This design comes from an exercise in tuning for small area, a short achievable clock period and few clock cycles per item on the open sky130 flow, not from production work. Only simulation tests tie the RTL to the original design; equivalence was not proved.

==> flow/design.v (excerpt) <==
module Viterbi (clk, reset, in_valid, in_word, in_ready,
                out_valid, out_tag, out_last, error);
For scale: about 4700 cells after synthesis, ~44000 µm² of cells after synthesis.
Settings: LEC_CHECK=0, CAP_MARGIN=20, CORE_MARGIN=2, CORE_UTILIZATION=40, PLACE_DENSITY=0.6, SLEW_MARGIN=20, SYNTH_MEMORY_MAX_BITS=16384; clock period 22.0 ns.
run.sh (not shown) runs the stock make flow with config.mk's settings and CLKGATE_MAP_FILE= SYNTH_SCRIPT=/design/flow/synth_recipe.tcl, a recipe that flattens the netlist after the stock synthesis.
Testbench counts at the start, summed over its fixed seeds: cycles 4,834, words 3,918.
Then changed:
--- a/flow/design.v
+++ b/flow/design.v
@@ -1460,12 +1460,13 @@
 reg [43:0] p0_pet;             
 reg [30:0] p0_dval;            
 reg [35:0] p0_bdn;
 reg [22:0] p0_xn;
 reg [4:0] p0_n;
 reg [3:0] p0_a0;
+reg [1:0] p0_live;            
 reg [30:0] d0, d1;             
 reg [30:0] acc;                
 reg bj, hbp;                   
 reg fx;                        
 wire [30:0] mval;              
 wire mz = (p0_dval == 31'd0);  
@@ -1552,19 +1553,15 @@
         b0 <= a0;
     end
     if (~popr & issue) prev_k <= sel_k;
 end
 wire [43:0] r_pet;
 Transition_rom prom (.idx(r_idx), .pet(r_pet));
-wire r_fin = (r_op == 2'd2);
-wire du_m = bub ? 1'b1 : r_fin ? (r_live[1] & use1) : (r_op == 2'd1) ? 1'b0 : (r_m ? use1 : use0);
-wire [30:0] du_rest = bub ? 31'd0 : r_fin ? (r_live[1] ? d1_fn : 31'd0) : (r_op == 2'd1) ? r_pet[30:0]
-                    : (r_m ? d1_fn : d0_fn);
-wire pu_m = r_live[0] & use0;
-wire [30:0] pu_rest = r_live[0] ? d0_fn : 31'd0;
-wire [43:0] p0_pet_d = r_fin ? {13'd0, ((pu_m & ~mz) ? mval : (pu_m ? 31'd0 : pu_rest))} : r_pet;
+wire du_m = bub ? 1'b1 : (r_op != 2'd0) ? 1'b0 : (r_m ? use1 : use0);
+wire [30:0] du_rest = bub ? 31'd0 : (r_op != 2'd0) ? r_pet[30:0] : (r_m ? d1_fn : d0_fn);
+wire [43:0] p0_pet_d = r_pet;
 wire [30:0] p0_dval_d = (du_m & ~mz) ? mval : (du_m ? 31'd0 : du_rest);
 always @(posedge clk) begin
     if (!reset) p0_v <= 1'b0;
     else p0_v <= ~bub & r_v;
 end
 always @(posedge clk) begin
@@ -1575,25 +1572,28 @@
             p0_kend <= r_kend;
             p0_wend <= r_wend;
             p0_k <= r_k;
             p0_m <= r_m;
             p0_n <= r_n;
             p0_a0 <= r_a0;
+            p0_live <= r_live;
             p0_pet <= p0_pet_d;
             p0_bdn <= ~p0_pet_d[35:0];
         end
         p0_dval <= p0_dval_d;
         p0_xn <= ~p0_dval_d[22:0];
     end
 end
 Multiply_booth mul (.a_enc(p0_pet), .b(p0_dval), .bdn(p0_bdn), .xn(p0_xn), .result(mval));
-wire [30:0] cmp_a = p0_dval;
-wire [30:0] cmp_b = fx ? acc : p0_pet[30:0];
+wire [30:0] d0m = p0_live[0] ? d0 : 31'd0;
+wire [30:0] d1m = p0_live[1] ? d1 : 31'd0;
+wire [30:0] cmp_a = fx ? p0_dval : d1m;
+wire [30:0] cmp_b = fx ? acc : d0m;
 assign cmp_gt = cmp_a > cmp_b;
 wire fin1 = cmp_gt;
-wire fin0 = ~cmp_gt & (p0_pet[30:0] != 31'd0);
+wire fin0 = ~cmp_gt & (d0m != 31'd0);
 reg [3:0] sa0 [0:15];
 reg [15:0] sb0, sb1;
 reg [3:0] eb0 [0:15];
 reg [3:0] eb1 [0:15];
 wire bp0 = wb_k ? hbp : wb_bj;
 wire bp1 = wb_bj;
Outcome: Register-to-register slack is better by 0.19 ns; first-iteration DRC count decreases by 20%; cell count drops by 6.1%; cell area goes down by 3.6%; via count decreases by 7.5%; wire length went down by 7.8%; worst setup slack gains 0.19 ns; count of clock-buffer cells in the layout came out higher by 5; die area shrinks by 2.9%; critical path depth grows by 1; synthesized area is lower by 2.9%.
Testbench counts after the change, summed over its fixed seeds: cycles 4,834, words 3,918.

[re-timing with driven ports]
The flow's constraints put no driver on any port. The routed layouts listed below were extracted and timed again, unchanged, in two steps.
Step 1 (the two cells are an assumption about what drives the block):
set clk [get_ports {clk}]
set_driving_cell -lib_cell sky130_fd_sc_hd__clkbuf_16 $clk
set_driving_cell -lib_cell sky130_fd_sc_hd__buf_2 [delete_from_list [all_inputs] $clk]
Step 2 times the ports against the registers' clock, not the clock port: input delays grow and output delays shrink by t, the midpoint of the rising clock arrivals with the driver on.
Slacks: no drivers / after step 1 / after step 2; pairs: no drivers / after step 1.
| run | shift t [ns] | slack for setup (ns) | slew at the worst register clock pin (ns) | pins driven straight from the clock port |
|---|---|---|---|---|
| the first run | 0.718 | 14.340 / 14.340 / 14.340 | 0.07 / 0.07 | 1 |
| the second run | 0.711 | 14.534 / 14.534 / 14.534 | 0.07 / 0.07 | 1 |
After both steps setup and hold are still met in every run listed.
